This design comes from an exercise in tuning for small area, a short achievable clock period and few clock cycles on the open sky130 flow, not from production work. Only simulation tests tie the RTL to the original design; equivalence was not proved. The flow treats the clock pin as an ideal source. Dropping or thinning the clock tree relies on that and would not hold on a real chip. Power figures rest on the tool's default switching activity, not on a simulated workload.

// ELA
module ELA(clk, rst, in_data, data_rd, req, wen, addr, data_wr, done);
Size in the first run: ~380 cells after synthesis, ~110 flip-flops, ~39 I/O pins, roughly 4600 sq um of cells after synthesis.
export LEC_CHECK = 0
export CAP_MARGIN = 20
export CORE_MARGIN = 2
export CORE_UTILIZATION = 40
export SETUP_SLACK_MARGIN = 2.95
export SLEW_MARGIN = 20
export TNS_END_PERCENT = 0
create_clock -name core_clock -period 5.0 [get_ports {clk}]
standard.sh (not shown) runs the stock make flow with config.mk's settings and CLKGATE_MAP_FILE= SYNTH_SCRIPT=/design/flow/synth_recipe.tcl, a recipe that flattens the netlist after the stock synthesis.
==> flow/flow/run.sh <==
#!/bin/bash
# Own layout flow: the standard ORFS flow (standard.sh), except that
# - the clock tree is built by flow/cts.tcl, a copy of ORFS's cts.tcl whose
#   TritonCTS call is replaced by one level of clock buffers fed by the clock
#   port (manual_clock_tree there);
# - flow/env.sh may set MAKEVARS, extra ORFS variables for the steps after
#   synthesis. Synthesis is the standard one, unchanged.
# Every tool's output goes to a log in this folder.
set -euo pipefail
W=$(pwd)
rm -rf "$W/scripts"
cp -r "$FLOW_HOME/scripts" "$W/scripts"
cp "$W/flow/cts.tcl" "$W/scripts/cts.tcl"
export SCRIPTS_DIR="$W/scripts"
export CLKTREE_NBUF=4
export CLKTREE_BUF=sky130_fd_sc_hd__clkbuf_16
MAKEVARS=()
if [ -f "$W/flow/env.sh" ]; then source "$W/flow/env.sh"; fi
bash standard.sh synth > "$W/flow_synth.log" 2>&1
for step in floorplan place cts finish; do
  bash standard.sh "${MAKEVARS[@]}" $step > "$W/flow_$step.log" 2>&1
done
test -s "$W/out/final.def"
Other scripts of this flow, unchanged in this note and not shown: flow/flow/cts.tcl, flow/flow/env.sh
Testbench counts at the start, summed over its fixed seeds: cycles 47,392.
Change:
Settings changed: SETUP_SLACK_MARGIN 2.95 to 3.0, TNS_END_PERCENT 0 to unset.
The changed run went through all stages and came out clean.
Sequential share of layout area came out lower by 0.66 points.
Core utilization climbs by 0.66 points.
Fmax rose by 1.9%.
Via count shrinks by 0.78%.
Change:
Settings changed: PLACE_DENSITY set to 0.6, SETUP_SLACK_MARGIN 3.0 to 2.95.
=> Core utilization came out lower by 0.19 points. Register-to-register slack improves by 0.02 ns. Sequential share of layout area increases by 0.21 points. Cell count fell by 0.88%. Worst hold slack is about the same.
In every run of this note, the design's own scripts or RTL, not TritonCTS, make the clock network.

---

Starting RTL as in the previous note.
==> flow/config.mk <==
export PLATFORM = sky130hd
export DESIGN_NAME = ELA
export DESIGN_NICKNAME = ELA
export VERILOG_FILES = /design/flow/design.v
export SDC_FILE = /design/flow/constraint.sdc
export NUM_CORES = 8
export LEC_CHECK = 0
export CAP_MARGIN = 20
export CORE_MARGIN = 2
export CORE_UTILIZATION = 40
export SETUP_SLACK_MARGIN = 3.1
export SLEW_MARGIN = 20
==> flow/constraint.sdc <==
create_clock -name core_clock -period 5.0 [get_ports {clk}]
set_input_delay 1.0000 -clock core_clock [delete_from_list [all_inputs] [get_ports {clk}]]
set_output_delay 1.0000 -clock core_clock [all_outputs]
set_load 0.01 [all_outputs]
Scripts as last shown in full above: flow/flow/run.sh
Other scripts of this flow, unchanged in this note and not shown: flow/flow/cts.tcl, flow/flow/env.sh
Testbench counts at the start, summed over its fixed seeds: cycles 47,392.
Then changed:
PLACE_DENSITY = 0.7   (was default)
SETUP_SLACK_MARGIN = 3.0   (was 3.1)
Via count does not change.
Cell count rose by 0.53%.
Synthesized cell count stays the same.
Power is lower by about 1.1%.
Then changed:
SETUP_SLACK_MARGIN = 2.9   (was 3.0)
Effect: Routed wire length drops by 5.3%; combinational power drops by about 9%; worst setup slack gets worse by 0.040 ns; clock skew hardly moves; fmax drops by 1.9%; cell area drops by 3.0%; power drops by 0.80%; critical path depth drops by 1; hold slack hardly moves; sequential share of layout area climbs by 1.4 points; die area is unchanged.
Then changed:
CORE_UTILIZATION = 50   (was 40)
SETUP_SLACK_MARGIN = 2.95   (was 2.9)
Effect:
- core utilization went up by 12 points
- cell area went up slightly
- final cell count went down by a few percent
- sequential power hardly moves
- hold slack barely changes
- combinational power went up by a few percent
- via count is about the same
- die area went down by about a fifth
- power is about the same
- area after synthesis is unchanged
- clock skew went down by 0.0091 ns
Then changed:
CORE_UTILIZATION = 40   (was 50)
GPL_TIMING_DRIVEN = 0   (was default)
PLACE_DENSITY = default   (was 0.7)
What happened: Combinational power shrinks by a few percent. Cell area is about the same. Final cell count grows by a little under a tenth. Critical path depth drops by 1. First-iteration DRC count rises by a quarter to a third. Synthesized cell count does not change. Register-to-register slack hardly moves. Fmax is higher slightly. Utilization falls by 11 points. Area after synthesis stays the same.
In every run of this note, the design's own scripts or RTL, not TritonCTS, make the clock network.

---

Setup of red:
Another version of the RTL of ELA (not shown whole).
For scale: ~97 flip-flops, about 39 I/O pins, roughly 4400 um^2 of cells after synthesis.
export LEC_CHECK = 0
export CAP_MARGIN = 20
export CORE_MARGIN = 2
export CORE_UTILIZATION = 40
export SETUP_SLACK_MARGIN = 2.7
export SLEW_MARGIN = 20
export SYNTH_HIERARCHICAL = 1
create_clock -name core_clock -period 5.0 [get_ports {clk}]
==> flow/flow/cts.tcl <==
utl::set_metrics_stage "cts__{}"
source $::env(SCRIPTS_DIR)/load.tcl
source $::env(SCRIPTS_DIR)/lec_check.tcl
erase_non_stage_variables cts
load_design 3_place.odb 3_place.sdc
source_step_tcl PRE CTS

# Clone clock tree inverters next to register loads
# so cts does not try to buffer the inverted clocks.
repair_clock_inverters

proc save_progress { stage } {
  puts "Run 'make gui_$stage.odb' to load progress snapshot"
  orfs_write_db $::env(RESULTS_DIR)/$stage.odb
  orfs_write_sdc $::env(RESULTS_DIR)/$stage.sdc
}

# Run CTS
set cts_args [list \
  -sink_clustering_enable \
  -repair_clock_nets]

append_env_var cts_args CTS_BUF_DISTANCE -distance_between_buffers 1
append_env_var cts_args CTS_CLUSTER_SIZE -sink_clustering_size 1
append_env_var cts_args CTS_CLUSTER_DIAMETER -sink_clustering_max_diameter 1
append_env_var cts_args CTS_BUF_LIST -buf_list 1
append_env_var cts_args CTS_LIB_NAME -library 1


if { [env_var_exists_and_non_empty CTS_ARGS] } {
  set cts_args $::env(CTS_ARGS)
}

set_dont_use $::env(DONT_USE_CELLS)

proc kmeans_groups { pts nb } {
  set xs [lsort -real [lmap p $pts {lindex $p 0}]]
  set ys [lsort -real [lmap p $pts {lindex $p 1}]]
  set x0 [lindex $xs 0]; set x1 [lindex $xs end]
  set y0 [lindex $ys 0]; set y1 [lindex $ys end]
  set cent {}
  set side [expr {int(ceil(sqrt($nb)))}]
  set rows [expr {int(ceil(double($nb) / $side))}]
  for {set i 0} {$i < $nb} {incr i} {
    set cx [expr {$i % $side}]; set cy [expr {$i / $side}]
    lappend cent [list [expr {$x0 + ($cx + 0.5) / $side * ($x1 - $x0)}] [expr {$y0 + ($cy + 0.5) / $rows * ($y1 - $y0)}]]
  }
  # balanced k-means: no group takes more than its share of the points
  set cap [expr {int(ceil(double([llength $pts]) / $nb))}]
  for {set iter 0} {$iter < 40} {incr iter} {
    set pairs {}
    set n 0
    foreach p $pts {
      for {set i 0} {$i < $nb} {incr i} {
        set c [lindex $cent $i]
        lappend pairs [list [expr {abs([lindex $p 0] - [lindex $c 0]) + abs([lindex $p 1] - [lindex $c 1])}] $n $i]
      }
      incr n
    }
    set grp [lrepeat $nb {}]
    set cnt [lrepeat $nb 0]
    set done [lrepeat [llength $pts] 0]
    foreach pr [lsort -real -index 0 $pairs] {
      lassign $pr d n i
      if {[lindex $done $n] || [lindex $cnt $i] >= $cap} { continue }
      lset done $n 1
      lset cnt $i [expr {[lindex $cnt $i] + 1}]
      lset grp $i [concat [lindex $grp $i] [list [lindex $pts $n]]]
    }
    set newc {}
    for {set i 0} {$i < $nb} {incr i} {
      set g [lindex $grp $i]
      if {[llength $g] == 0} { lappend newc [lindex $cent $i]; continue }
      set sx 0; set sy 0
      foreach p $g { set sx [expr {$sx + [lindex $p 0]}]; set sy [expr {$sy + [lindex $p 1]}] }
      lappend newc [list [expr {double($sx) / [llength $g]}] [expr {double($sy) / [llength $g]}]]
    }
    set cent $newc
  }
  return [list $grp $cent]
}

# Drive each group of iterms (points {x y iterm}) from a new buffer of
# master bufname placed at the group's centre, fed by net src; returns the
# buffers' input points.
proc buffer_groups { grp cent bufname src prefix } {
  set block [ord::get_db_block]
  set master [[ord::get_db] findMaster $bufname]
  set ins {}
  for {set i 0} {$i < [llength $grp]} {incr i} {
    set g [lindex $grp $i]
    if {[llength $g] == 0} { continue }
    set inst [odb::dbInst_create $block $master ${prefix}$i]
    set net [odb::dbNet_create $block clknet_${prefix}$i]
    $net setSigType CLOCK
    foreach p $g { set it [lindex $p 2]; $it disconnect; $it connect $net }
    set c [lindex $cent $i]
    set x [expr {int([lindex $c 0]) - [$master getWidth] / 2}]
    set y [expr {int([lindex $c 1]) - [$master getHeight] / 2}]
    $inst setLocation $x $y
    $inst setPlacementStatus PLACED
    [$inst findITerm A] connect $src
    [$inst findITerm X] connect $net
    lappend ins [list [lindex $c 0] [lindex $c 1] [$inst findITerm A]]
    puts "clock buffer ${prefix}$i ($bufname) drives [llength $g] pins"
  }
  return $ins
}

proc manual_clock_tree { } {
  set block [ord::get_db_block]
  set clknet [[$block findBTerm clk] getNet]
  set pts {}
  foreach it [$clknet getITerms] {
    set b [[$it getInst] getBBox]
    lappend pts [list [expr {([$b xMin] + [$b xMax]) / 2.0}] [expr {([$b yMin] + [$b yMax]) / 2.0}] $it]
  }
  if {[info exists ::env(CLKTREE_LEAF)] && $::env(CLKTREE_LEAF) ne ""} {
    lassign [kmeans_groups $pts $::env(CLKTREE_NLEAF)] grp cent
    set pts [buffer_groups $grp $cent $::env(CLKTREE_LEAF) $clknet clkleaf_]
  }
  lassign [kmeans_groups $pts $::env(CLKTREE_NBUF)] grp cent
  buffer_groups $grp $cent $::env(CLKTREE_BUF) $clknet clkroot_
  set_propagated_clock [all_clocks]
}
manual_clock_tree

utl::push_metrics_stage "cts__{}__pre_repair_timing"
log_cmd estimate_parasitics -placement
if { $::env(DETAILED_METRICS) } {
  report_metrics 4 "cts pre-repair-timing"
}
utl::pop_metrics_stage

set_placement_padding -global \
  -left $::env(CELL_PAD_IN_SITES_DETAIL_PLACEMENT) \
  -right $::env(CELL_PAD_IN_SITES_DETAIL_PLACEMENT)

set result [catch { detailed_placement } msg]
if { $result != 0 } {
  save_progress 4_1_error
  error "Detailed placement failed in CTS: $msg"
}

log_cmd estimate_parasitics -placement

if { $::env(CTS_SNAPSHOTS) } {
  save_progress 4_1_pre_repair_hold_setup
}

if { !$::env(SKIP_CTS_REPAIR_TIMING) } {
  if { $::env(EQUIVALENCE_CHECK) } {
    write_eqy_verilog 4_before_rsz.v
  }
  if { $::env(LEC_CHECK) } {
    write_lec_verilog 4_before_rsz_lec.v
  }

  repair_timing_helper

  if { $::env(EQUIVALENCE_CHECK) } {
    run_equivalence_test
  }
  if { $::env(LEC_CHECK) } {
    write_lec_verilog 4_after_rsz_lec.v
    run_lec_test 4_rsz 4_before_rsz_lec.v 4_after_rsz_lec.v
  }

  set result [catch { detailed_placement } msg]
  if { $result != 0 } {
    save_progress 4_1_error
    error "Detailed placement failed in CTS: $msg"
  }

  check_placement -verbose
}

report_metrics 4 "cts final"

source_step_tcl POST CTS

orfs_write_db $::env(RESULTS_DIR)/4_1_cts.odb
orfs_write_sdc $::env(RESULTS_DIR)/4_cts.sdc
==> flow/flow/env.sh <==
export BUFFER_PORTS_ARGS="-buffer_cell sky130_fd_sc_hd__buf_2"
Scripts as last shown in full above: flow/flow/run.sh
red | stages: all done | timing, DRC, antenna: all pass
Testbench counts of red, summed over its fixed seeds: cycles 47,392.
### red -> blue
# red
export LEC_CHECK = 0
export CAP_MARGIN = 20
export CORE_MARGIN = 2
export CORE_UTILIZATION = 40
export SETUP_SLACK_MARGIN = 2.7
export SLEW_MARGIN = 20
export SYNTH_HIERARCHICAL = 1
create_clock -name core_clock -period 5.0 [get_ports {clk}]
# blue
export LEC_CHECK = 0
export CAP_MARGIN = 20
export CORE_MARGIN = 2
export CORE_UTILIZATION = 40
export SETUP_SLACK_MARGIN = 2.8
export SLEW_MARGIN = 20
export SYNTH_HIERARCHICAL = 1
create_clock -name core_clock -period 5.0 [get_ports {clk}]
diff --git a/flow/flow/cts.tcl b/flow/flow/cts.tcl
--- a/flow/flow/cts.tcl
+++ b/flow/flow/cts.tcl
@@ -159,0 +160,5 @@
+  # optional second repair pass (flow/env.sh sets CTS_EXTRA_REPAIR)
+  if { [info exists ::env(CTS_EXTRA_REPAIR)] && $::env(CTS_EXTRA_REPAIR) ne "" } {
+    estimate_parasitics -placement
+    log_cmd repair_timing {*}$::env(CTS_EXTRA_REPAIR)
+  }
==> flow/flow/env.sh <==
export BUFFER_PORTS_ARGS="-buffer_cell sky130_fd_sc_hd__buf_2"; export CTS_EXTRA_REPAIR="-setup -setup_margin 3.1 -repair_tns 100 -verbose"
### Flow results
Changes observed in blue relative to red: global-route usage up 1.6 points; final worst-path cycle share has decreased; number of buffers inserted by post-CTS setup repair picked up an extra 24; minimum clock period lower. Summary of the comparison: relative contribution of combinational cells to total power is higher in blue, relative to red. The run with more setup slack is blue; red has less. Compared red against blue; flip-flop and latch count after synthesis within noise. blue against red; leakage power is up by a few percent. Cell with the largest stage delay on the worst path = sky130_fd_sc_hd__dfrtp_4: red; cell with the largest stage delay on the worst path = sky130_fd_sc_hd__dfxtp_2: blue. blue vs red — total detailed-routing wirelength rose about 9%.
Modified inputs, green compared to blue
# blue
export LEC_CHECK = 0
export CAP_MARGIN = 20
export CORE_MARGIN = 2
export CORE_UTILIZATION = 40
export SETUP_SLACK_MARGIN = 2.8
export SLEW_MARGIN = 20
export SYNTH_HIERARCHICAL = 1
create_clock -name core_clock -period 5.0 [get_ports {clk}]
# green
export LEC_CHECK = 0
export CAP_MARGIN = 20
export CORE_MARGIN = 2
export CORE_UTILIZATION = 50
export SETUP_SLACK_MARGIN = 2.9
export SLEW_MARGIN = 20
export SYNTH_HIERARCHICAL = 1
create_clock -name core_clock -period 5.0 [get_ports {clk}]
diff --git a/flow/flow/cts.tcl b/flow/flow/cts.tcl
--- a/flow/flow/cts.tcl
+++ b/flow/flow/cts.tcl
@@ -160,5 +159,0 @@
-  # optional second repair pass (flow/env.sh sets CTS_EXTRA_REPAIR)
-  if { [info exists ::env(CTS_EXTRA_REPAIR)] && $::env(CTS_EXTRA_REPAIR) ne "" } {
-    estimate_parasitics -placement
-    log_cmd repair_timing {*}$::env(CTS_EXTRA_REPAIR)
-  }
==> flow/flow/env.sh <==
export BUFFER_PORTS_ARGS="-buffer_cell sky130_fd_sc_hd__buf_2"
### Flow results
green ended up with fewer standard cells than blue. green against blue: power down 2.2%; total routed wirelength down about 3.4%. Side by side, post-layout worst setup margin turned out lower in green than in blue. Looking at routing usage on met2, green sits 2.8 points higher than blue does.
--- input diff green..orange ---
# green
export LEC_CHECK = 0
export CAP_MARGIN = 20
export CORE_MARGIN = 2
export CORE_UTILIZATION = 50
export SETUP_SLACK_MARGIN = 2.9
export SLEW_MARGIN = 20
export SYNTH_HIERARCHICAL = 1
create_clock -name core_clock -period 5.0 [get_ports {clk}]
# orange
export LEC_CHECK = 0
export CAP_MARGIN = 20
export CORE_MARGIN = 2
export CORE_UTILIZATION = 40
export SETUP_SLACK_MARGIN = 2.8
export SLEW_MARGIN = 20
export SYNTH_HIERARCHICAL = 1
create_clock -name core_clock -period 5.0 [get_ports {clk}]
## What came out
- orange: full flow OK, the timing, design-rule and antenna checks passed
- Compared with green, in orange post-CTS resize count -3, total power moved down.
- Wire length after detailed routing (orange over green): decrease, about 5.4%
- From green to orange the numbers moved as follows: part of the power in combinational logic has decreased, fmax down about 0.9%, via count -98.
- Looking at capturing instance or port of the critical path, the dreg[5]$_DFF_P_ result is from green; the addr[9]$_SDFFE_PP0P_ one comes from orange.
No run of this note takes its clock network from TritonCTS; it comes from the design's own scripts or RTL.

---

build 91:
The RTL this note starts from:
==> flow/design.v <==
`timescale 1ns/10ps
module ELA(clk, rst, in_data, data_rd, req, wen, addr, data_wr, done);
	input				clk;
	input				rst;
	input		[7:0]	in_data;
	input		[7:0]	data_rd;
	output				req;
	output	reg			wen;
	output	reg	[9:0]	addr;
	output	reg	[7:0]	data_wr;
	output	reg			done;
	reg			nreq;
	assign req = ~nreq;
	reg			s0, s1, s2;
	wire		main = s0 | s1 | s2;
	wire [4:0] col = addr[4:0];
	wire [3:0] rf = addr[9:6];
	wire kge2 = |col[4:1];				 
	wire klow = &col[4:2] & (col[1] | col[0]);	 
	wire last = addr[5] & klow & (rf == 4'd14);	 
	reg	[7:0]	xr, v, yr, p, q;
	reg	[7:0]	dreg, bd;
	reg	[7:0]	sreg, bs;
	wire [7:0] sum8, dm;
	ela_eval u_eval (.x(xr), .y(yr), .s(sum8), .d(dm));
	wire bzero = &bd;
	wire lt = ~bzero & ((&dreg) | (dreg < bd));
	reg cen;
	wire upd = s1 | (lt & cen);
	always @(posedge clk) begin
		dreg <= dm;
		sreg <= sum8;
		if (upd) begin
			bd <= dreg;
			bs <= sreg;
		end
		if (s0) begin
			xr <= v;
			v <= xr;
		end else if (s1)
			xr <= data_rd;
		if (s0)
			yr <= data_wr;
		else if (s1)
			yr <= q;
		else
			yr <= p;
		if (s1) begin
			p <= yr;
			q <= p;
		end
		cen <= s1 ? kge2 : s2 ? ~col[4] | ~col[3] | ~col[2] | ~col[1] : 1'b0;
		data_wr <= s1 ? bs : in_data;
		if (!main && !wen)
			addr <= 10'd31;
		else begin
			addr[4:0] <= col + (s1 ? 5'd30 : s2 ? 5'd3 : s0 ? 5'd0 : 5'd1);
			addr[5] <= s1;
			if (!main)
				addr[9:6] <= {3'd0, nreq & (&col)};
			else if (s0 || (s1 && !kge2))
				addr[9:6] <= rf - 4'd1;
			else if (s2)
				addr[9:6] <= rf + ((addr[5] & klow) ? 4'd2 : 4'd1);
		end
	end
	always @(posedge clk or posedge rst) begin
		if (rst) begin
			s0 <= 1'b0;
			s1 <= 1'b0;
			s2 <= 1'b0;
			nreq <= 1'b0;
			wen <= 1'b0;
			done <= 1'b0;
		end else if (done) begin
			nreq <= 1'b1;
			wen <= 1'b0;
		end else if (!main) begin
			wen <= 1'b1;
			if (wen && col == 5'd30)
				nreq <= 1'b1;
			if (nreq && col == 5'd31)
				s0 <= 1'b1;
		end else begin
			s0 <= s2;
			s1 <= s0;
			s2 <= s1;
			nreq <= ~s0;
			if (s2) begin
				wen <= ~last;
				if (last && col == 5'd31) begin
					done <= 1'b1;
					s0 <= 1'b0;
					wen <= 1'b0;
				end
			end else
				wen <= s1;
		end
	end
endmodule
module ela_eval(x, y, s, d);
	input		[7:0]	x, y;
	output		[7:0]	s, d;
	wire [7:0] yn = ~y;
	wire [7:0] sp = x ^ y;	 
	wire [7:0] ep = x ^ yn;	 
	reg [7:0] sg, sq, eg, eq;	 
	integer l, i, t;
	always @(*) begin
		sg = x & y;
		sq = sp;
		eg = x & yn;
		eq = ep;
		for (l = 0; l < 3; l = l + 1)
			for (i = 0; i < 8; i = i + 1)
				if ((i >> l) & 1) begin
					t = ((i >> (l + 1)) << (l + 1)) + (1 << l) - 1;
					sg[i] = sg[i] | (sq[i] & sg[t]);
					sq[i] = sq[i] & sq[t];
					eg[i] = eg[i] | (eq[i] & eg[t]);
					eq[i] = eq[i] & eq[t];
				end
	end
	wire [8:0] sum = {sg[7], sp ^ {sg[6:0], 1'b0}};
	wire [7:0] e0 = ep ^ {eg[6:0], 1'b0};
	wire [7:0] e1 = ep ^ {eg[6:0] | eq[6:0], 1'b1};
	assign s = sum[8:1];
	assign d = eg[7] ? e0 : ~e1;
endmodule
Settings: LEC_CHECK=0, CAP_MARGIN=20, CORE_MARGIN=2, CORE_UTILIZATION=35, SETUP_SLACK_MARGIN=2.9, SLEW_MARGIN=20, SYNTH_HIERARCHICAL=1; clock period 5.0 ns.
==> flow/flow/cts.tcl <==
utl::set_metrics_stage "cts__{}"
source $::env(SCRIPTS_DIR)/load.tcl
source $::env(SCRIPTS_DIR)/lec_check.tcl
erase_non_stage_variables cts
load_design 3_place.odb 3_place.sdc
source_step_tcl PRE CTS

# Clone clock tree inverters next to register loads
# so cts does not try to buffer the inverted clocks.
repair_clock_inverters

proc save_progress { stage } {
  puts "Run 'make gui_$stage.odb' to load progress snapshot"
  orfs_write_db $::env(RESULTS_DIR)/$stage.odb
  orfs_write_sdc $::env(RESULTS_DIR)/$stage.sdc
}

# Run CTS
set cts_args [list \
  -sink_clustering_enable \
  -repair_clock_nets]

append_env_var cts_args CTS_BUF_DISTANCE -distance_between_buffers 1
append_env_var cts_args CTS_CLUSTER_SIZE -sink_clustering_size 1
append_env_var cts_args CTS_CLUSTER_DIAMETER -sink_clustering_max_diameter 1
append_env_var cts_args CTS_BUF_LIST -buf_list 1
append_env_var cts_args CTS_LIB_NAME -library 1


if { [env_var_exists_and_non_empty CTS_ARGS] } {
  set cts_args $::env(CTS_ARGS)
}

set_dont_use $::env(DONT_USE_CELLS)

proc kmeans_groups { pts nb } {
  set xs [lsort -real [lmap p $pts {lindex $p 0}]]
  set ys [lsort -real [lmap p $pts {lindex $p 1}]]
  set x0 [lindex $xs 0]; set x1 [lindex $xs end]
  set y0 [lindex $ys 0]; set y1 [lindex $ys end]
  set cent {}
  set side [expr {int(ceil(sqrt($nb)))}]
  set rows [expr {int(ceil(double($nb) / $side))}]
  for {set i 0} {$i < $nb} {incr i} {
    set cx [expr {$i % $side}]; set cy [expr {$i / $side}]
    lappend cent [list [expr {$x0 + ($cx + 0.5) / $side * ($x1 - $x0)}] [expr {$y0 + ($cy + 0.5) / $rows * ($y1 - $y0)}]]
  }
  # balanced k-means: no group takes more than its share of the points
  set cap [expr {int(ceil(double([llength $pts]) / $nb))}]
  for {set iter 0} {$iter < 40} {incr iter} {
    set pairs {}
    set n 0
    foreach p $pts {
      for {set i 0} {$i < $nb} {incr i} {
        set c [lindex $cent $i]
        lappend pairs [list [expr {abs([lindex $p 0] - [lindex $c 0]) + abs([lindex $p 1] - [lindex $c 1])}] $n $i]
      }
      incr n
    }
    set grp [lrepeat $nb {}]
    set cnt [lrepeat $nb 0]
    set done [lrepeat [llength $pts] 0]
    foreach pr [lsort -real -index 0 $pairs] {
      lassign $pr d n i
      if {[lindex $done $n] || [lindex $cnt $i] >= $cap} { continue }
      lset done $n 1
      lset cnt $i [expr {[lindex $cnt $i] + 1}]
      lset grp $i [concat [lindex $grp $i] [list [lindex $pts $n]]]
    }
    set newc {}
    for {set i 0} {$i < $nb} {incr i} {
      set g [lindex $grp $i]
      if {[llength $g] == 0} { lappend newc [lindex $cent $i]; continue }
      set sx 0; set sy 0
      foreach p $g { set sx [expr {$sx + [lindex $p 0]}]; set sy [expr {$sy + [lindex $p 1]}] }
      lappend newc [list [expr {double($sx) / [llength $g]}] [expr {double($sy) / [llength $g]}]]
    }
    set cent $newc
  }
  return [list $grp $cent]
}

# Drive each group of iterms (points {x y iterm}) from a new buffer of
# master bufname placed at the group's centre, fed by net src; returns the
# buffers' input points.
proc buffer_groups { grp cent bufname src prefix } {
  set block [ord::get_db_block]
  set master [[ord::get_db] findMaster $bufname]
  set ins {}
  for {set i 0} {$i < [llength $grp]} {incr i} {
    set g [lindex $grp $i]
    if {[llength $g] == 0} { continue }
    set inst [odb::dbInst_create $block $master ${prefix}$i]
    set net [odb::dbNet_create $block clknet_${prefix}$i]
    $net setSigType CLOCK
    foreach p $g { set it [lindex $p 2]; $it disconnect; $it connect $net }
    set c [lindex $cent $i]
    set x [expr {int([lindex $c 0]) - [$master getWidth] / 2}]
    set y [expr {int([lindex $c 1]) - [$master getHeight] / 2}]
    $inst setLocation $x $y
    $inst setPlacementStatus PLACED
    [$inst findITerm A] connect $src
    [$inst findITerm X] connect $net
    lappend ins [list [lindex $c 0] [lindex $c 1] [$inst findITerm A]]
    puts "clock buffer ${prefix}$i ($bufname) drives [llength $g] pins"
  }
  return $ins
}

proc manual_clock_tree { } {
  set block [ord::get_db_block]
  set clknet [[$block findBTerm clk] getNet]
  set pts {}
  foreach it [$clknet getITerms] {
    set b [[$it getInst] getBBox]
    lappend pts [list [expr {([$b xMin] + [$b xMax]) / 2.0}] [expr {([$b yMin] + [$b yMax]) / 2.0}] $it]
  }
  if {[info exists ::env(CLKTREE_LEAF)] && $::env(CLKTREE_LEAF) ne ""} {
    lassign [kmeans_groups $pts $::env(CLKTREE_NLEAF)] grp cent
    set pts [buffer_groups $grp $cent $::env(CLKTREE_LEAF) $clknet clkleaf_]
  }
  lassign [kmeans_groups $pts $::env(CLKTREE_NBUF)] grp cent
  buffer_groups $grp $cent $::env(CLKTREE_BUF) $clknet clkroot_
  set_propagated_clock [all_clocks]
}
manual_clock_tree

utl::push_metrics_stage "cts__{}__pre_repair_timing"
log_cmd estimate_parasitics -placement
if { $::env(DETAILED_METRICS) } {
  report_metrics 4 "cts pre-repair-timing"
}
utl::pop_metrics_stage

set_placement_padding -global \
  -left $::env(CELL_PAD_IN_SITES_DETAIL_PLACEMENT) \
  -right $::env(CELL_PAD_IN_SITES_DETAIL_PLACEMENT)

set result [catch { detailed_placement } msg]
if { $result != 0 } {
  save_progress 4_1_error
  error "Detailed placement failed in CTS: $msg"
}

log_cmd estimate_parasitics -placement

if { $::env(CTS_SNAPSHOTS) } {
  save_progress 4_1_pre_repair_hold_setup
}

if { !$::env(SKIP_CTS_REPAIR_TIMING) } {
  if { $::env(EQUIVALENCE_CHECK) } {
    write_eqy_verilog 4_before_rsz.v
  }
  if { $::env(LEC_CHECK) } {
    write_lec_verilog 4_before_rsz_lec.v
  }

  repair_timing_helper

  if { $::env(EQUIVALENCE_CHECK) } {
    run_equivalence_test
  }
  if { $::env(LEC_CHECK) } {
    write_lec_verilog 4_after_rsz_lec.v
    run_lec_test 4_rsz 4_before_rsz_lec.v 4_after_rsz_lec.v
  }

  set result [catch { detailed_placement } msg]
  if { $result != 0 } {
    save_progress 4_1_error
    error "Detailed placement failed in CTS: $msg"
  }

  check_placement -verbose
}

report_metrics 4 "cts final"

source_step_tcl POST CTS

orfs_write_db $::env(RESULTS_DIR)/4_1_cts.odb
orfs_write_sdc $::env(RESULTS_DIR)/4_cts.sdc
==> flow/flow/env.sh <==
export BUFFER_PORTS_ARGS="-buffer_cell sky130_fd_sc_hd__buf_2"
Scripts as last shown in full above: flow/flow/run.sh
Testbench counts of build 91, summed over its fixed seeds: cycles 47,392.
--- input diff build 91..build 92 ---
# build 91
export LEC_CHECK = 0
export CAP_MARGIN = 20
export CORE_MARGIN = 2
export CORE_UTILIZATION = 35
export SETUP_SLACK_MARGIN = 2.9
export SLEW_MARGIN = 20
export SYNTH_HIERARCHICAL = 1
create_clock -name core_clock -period 5.0 [get_ports {clk}]
# build 92
export LEC_CHECK = 0
export CAP_MARGIN = 20
export CORE_MARGIN = 2
export CORE_UTILIZATION = 40
export SETUP_SLACK_MARGIN = 2.9
export SLEW_MARGIN = 20
export SYNTH_HIERARCHICAL = 1
create_clock -name core_clock -period 5.0 [get_ports {clk}]
### Flow results
Comparing build 91 and build 92, the lower starting density of the core is on build 91. Core utilization: build 92 higher than build 91. Reported for build 91 and build 92, area after synthesis turned out identical to the last digit. Any difference in required time reported for the critical path endpoint between build 91 and build 92 is small enough to ignore.
For build 2, these inputs were changed with respect to build 92:
# build 92
export LEC_CHECK = 0
export CAP_MARGIN = 20
export CORE_MARGIN = 2
export CORE_UTILIZATION = 40
export SETUP_SLACK_MARGIN = 2.9
export SLEW_MARGIN = 20
export SYNTH_HIERARCHICAL = 1
create_clock -name core_clock -period 5.0 [get_ports {clk}]
# build 2
export LEC_CHECK = 0
export CAP_MARGIN = 20
export CORE_MARGIN = 2
export CORE_UTILIZATION = 45
export SETUP_SLACK_MARGIN = 2.9
export SLEW_MARGIN = 20
export SYNTH_HIERARCHICAL = 1
create_clock -name core_clock -period 5.0 [get_ports {clk}]
[summary]
- The final layout from build 2, which completed every stage, passed the timing, design-rule and antenna checks at the end of the flow.
- Comparing y dimension of the die for build 2 and build 92, the smaller number came from build 2.
- Compared with build 92, build 2 shows total power after layout higher by about 1%.
- | met1 capacity usage during global routing | build 2 vs build 92 | 1.5 points higher |
- | placeable core region | build 2 vs build 92 | better |
### build 2 -> build 74
# build 2
export LEC_CHECK = 0
export CAP_MARGIN = 20
export CORE_MARGIN = 2
export CORE_UTILIZATION = 45
export SETUP_SLACK_MARGIN = 2.9
export SLEW_MARGIN = 20
export SYNTH_HIERARCHICAL = 1
create_clock -name core_clock -period 5.0 [get_ports {clk}]
# build 74
export LEC_CHECK = 0
export CAP_MARGIN = 20
export CORE_MARGIN = 2
export CORE_UTILIZATION = 40
export SETUP_SLACK_MARGIN = 2.9
export SLEW_MARGIN = 20
export SYNTH_HIERARCHICAL = 1
create_clock -name core_clock -period 5.0 [get_ports {clk}]
--- a/flow/flow/cts.tcl
+++ b/flow/flow/cts.tcl
@@ -159,0 +160,5 @@
+  # optional second repair pass (flow/env.sh sets CTS_EXTRA_REPAIR)
+  if { [info exists ::env(CTS_EXTRA_REPAIR)] && $::env(CTS_EXTRA_REPAIR) ne "" } {
+    estimate_parasitics -placement
+    log_cmd repair_timing {*}$::env(CTS_EXTRA_REPAIR)
+  }
==> flow/flow/env.sh <==
export BUFFER_PORTS_ARGS="-buffer_cell sky130_fd_sc_hd__buf_2"; export CTS_EXTRA_REPAIR="-setup -setup_margin 3.0 -repair_tns 100 -skip_pin_swap -verbose"
Notes after the runs:
Final-layout setup total negative slack came out exactly the same in build 2 and build 74.
Critical-path maximum fanout, build 2 and build 74: larger value in build 74
Diff build 2 -> build 74: sequential portion of the cell area lower; arrival time reported for the critical path endpoint saw a decrease; worst setup slack moved up; largest net degree at the start of global routing increased 1; clock power went up.
Sequential cell count came out exactly the same in build 2 and build 74.
Between build 74 and build 2, it is build 74 whose wire length of the first global-routing pass is higher, by about 4%.
Inputs modified between build 74 and build 88:
==> flow/flow/env.sh <==
export BUFFER_PORTS_ARGS="-buffer_cell sky130_fd_sc_hd__buf_2"; export CTS_EXTRA_REPAIR="-setup -setup_margin 3.1 -repair_tns 100 -verbose"
[summary]
- Compared with build 74, in build 88 sequential cell count comparable, wire length of the first global-routing pass now larger.
- Build 88 -> build 74: total power flat
- Going from build 74 to build 88, final area went up about 2.8%, post-route worst setup slack rose by 0.030 ns, met1 capacity usage during global routing ~0 delta, via count shows an increase of 3.6%.
- Minimum period implied by the final worst setup slack in build 88 is 0.030 ns lower than in build 74
- Total routing usage reported by global routing: build 88 higher than build 74
- In terms of proportion of power drawn by combinational gates, build 88 and build 74 differ only marginally.
- Cmp build 88 vs build 74: maximum clock frequency higher in build 88
## Diff of input files: build 82 against build 88
# build 88
export LEC_CHECK = 0
export CAP_MARGIN = 20
export CORE_MARGIN = 2
export CORE_UTILIZATION = 40
export SETUP_SLACK_MARGIN = 2.9
export SLEW_MARGIN = 20
export SYNTH_HIERARCHICAL = 1
create_clock -name core_clock -period 5.0 [get_ports {clk}]
# build 82
export LEC_CHECK = 0
export CAP_MARGIN = 20
export CORE_MARGIN = 2
export CORE_UTILIZATION = 40
export SETUP_SLACK_MARGIN = 3.05
export SLEW_MARGIN = 20
export SYNTH_HIERARCHICAL = 1
create_clock -name core_clock -period 5.0 [get_ports {clk}]
--- a/flow/flow/cts.tcl
+++ b/flow/flow/cts.tcl
@@ -160,5 +159,0 @@
-  # optional second repair pass (flow/env.sh sets CTS_EXTRA_REPAIR)
-  if { [info exists ::env(CTS_EXTRA_REPAIR)] && $::env(CTS_EXTRA_REPAIR) ne "" } {
-    estimate_parasitics -placement
-    log_cmd repair_timing {*}$::env(CTS_EXTRA_REPAIR)
-  }
==> flow/flow/env.sh <==
export BUFFER_PORTS_ARGS="-buffer_cell sky130_fd_sc_hd__buf_2"
Notes after the runs:
No stage failed in build 82, and the final checks on the layout all came back clean.
Taking build 88 as the reference, in build 82 starting utilization of the core area has remained practically unchanged; share of power burned in combinational logic has increased; final instance count without filler cells has increased; worst setup slack has decreased.
Build 82 vs build 88 — share of the final layout cell area in sequential cells dropped 0.61 points.
Compare build 88 and build 82 | post-place setup slack higher: build 82
Build 82 ends up with higher time the worst path needs with I/O delays and setup than build 88 does.
Utilization build 88 -> build 82: up
In every run of this note, the design's own scripts or RTL, not TritonCTS, make the clock network.

-- static timing again, ports no longer ideal --
The results above use ideal ports. As a check the final layouts listed here were re-extracted and re-timed, cells and wires unchanged.
Step 1, drivers: a clkbuf_16 drives clk and a buf_2 each remaining input, both assumed.
Step 2 moves the port delays by t, midway between the first and last clock arrival at a register: inputs arrive t later, outputs are due t later. That takes back most of the time a late clock gives input paths.
a / b / c = ideal / step 1 / step 2; a / b = the first two.
run | shift t [ns] | setup slack, ns | worst data-port slew with drivers (ns)
the first run of note 1 | 0.232 | 2.945 / 2.945 / 2.945 | 0.04
the second run of note 1 | 0.236 | 2.984 / 2.984 / 2.984 | 0.04
the third run of note 1 | 0.232 | 3.005 / 3.005 / 3.005 | 0.04
the first run of note 2 | 0.244 | 2.996 / 2.996 / 2.996 | 0.04
the second run of note 2 | 0.238 | 2.980 / 2.980 / 2.980 | 0.03
the third run of note 2 | 0.242 | 2.941 / 2.941 / 2.941 | 0.04
the fourth run of note 2 | 0.236 | 2.975 / 2.975 / 2.975 | 0.03
the fifth run of note 2 | 0.239 | 2.990 / 2.990 / 2.990 | 0.03
red | 0.236 | 2.746 / 2.746 / 2.746 | 0.04
blue | 0.237 | 2.994 / 2.994 / 2.994 | 0.03
green | 0.232 | 2.883 / 2.883 / 2.883 | 0.03
orange | 0.237 | 2.864 / 2.864 / 2.864 | 0.03
build 91 | 0.236 | 2.938 / 2.938 / 2.938 | 0.03
build 92 | 0.237 | 2.983 / 2.983 / 2.983 | 0.04
build 2 | 0.236 | 2.954 / 2.954 / 2.954 | 0.03
build 74 | 0.235 | 2.984 / 2.984 / 2.984 | 0.04
build 88 | 0.239 | 3.014 / 3.014 / 3.014 | 0.04
build 82 | 0.232 | 2.930 / 2.930 / 2.930 | 0.03
After both steps setup and hold are still met in every run listed.
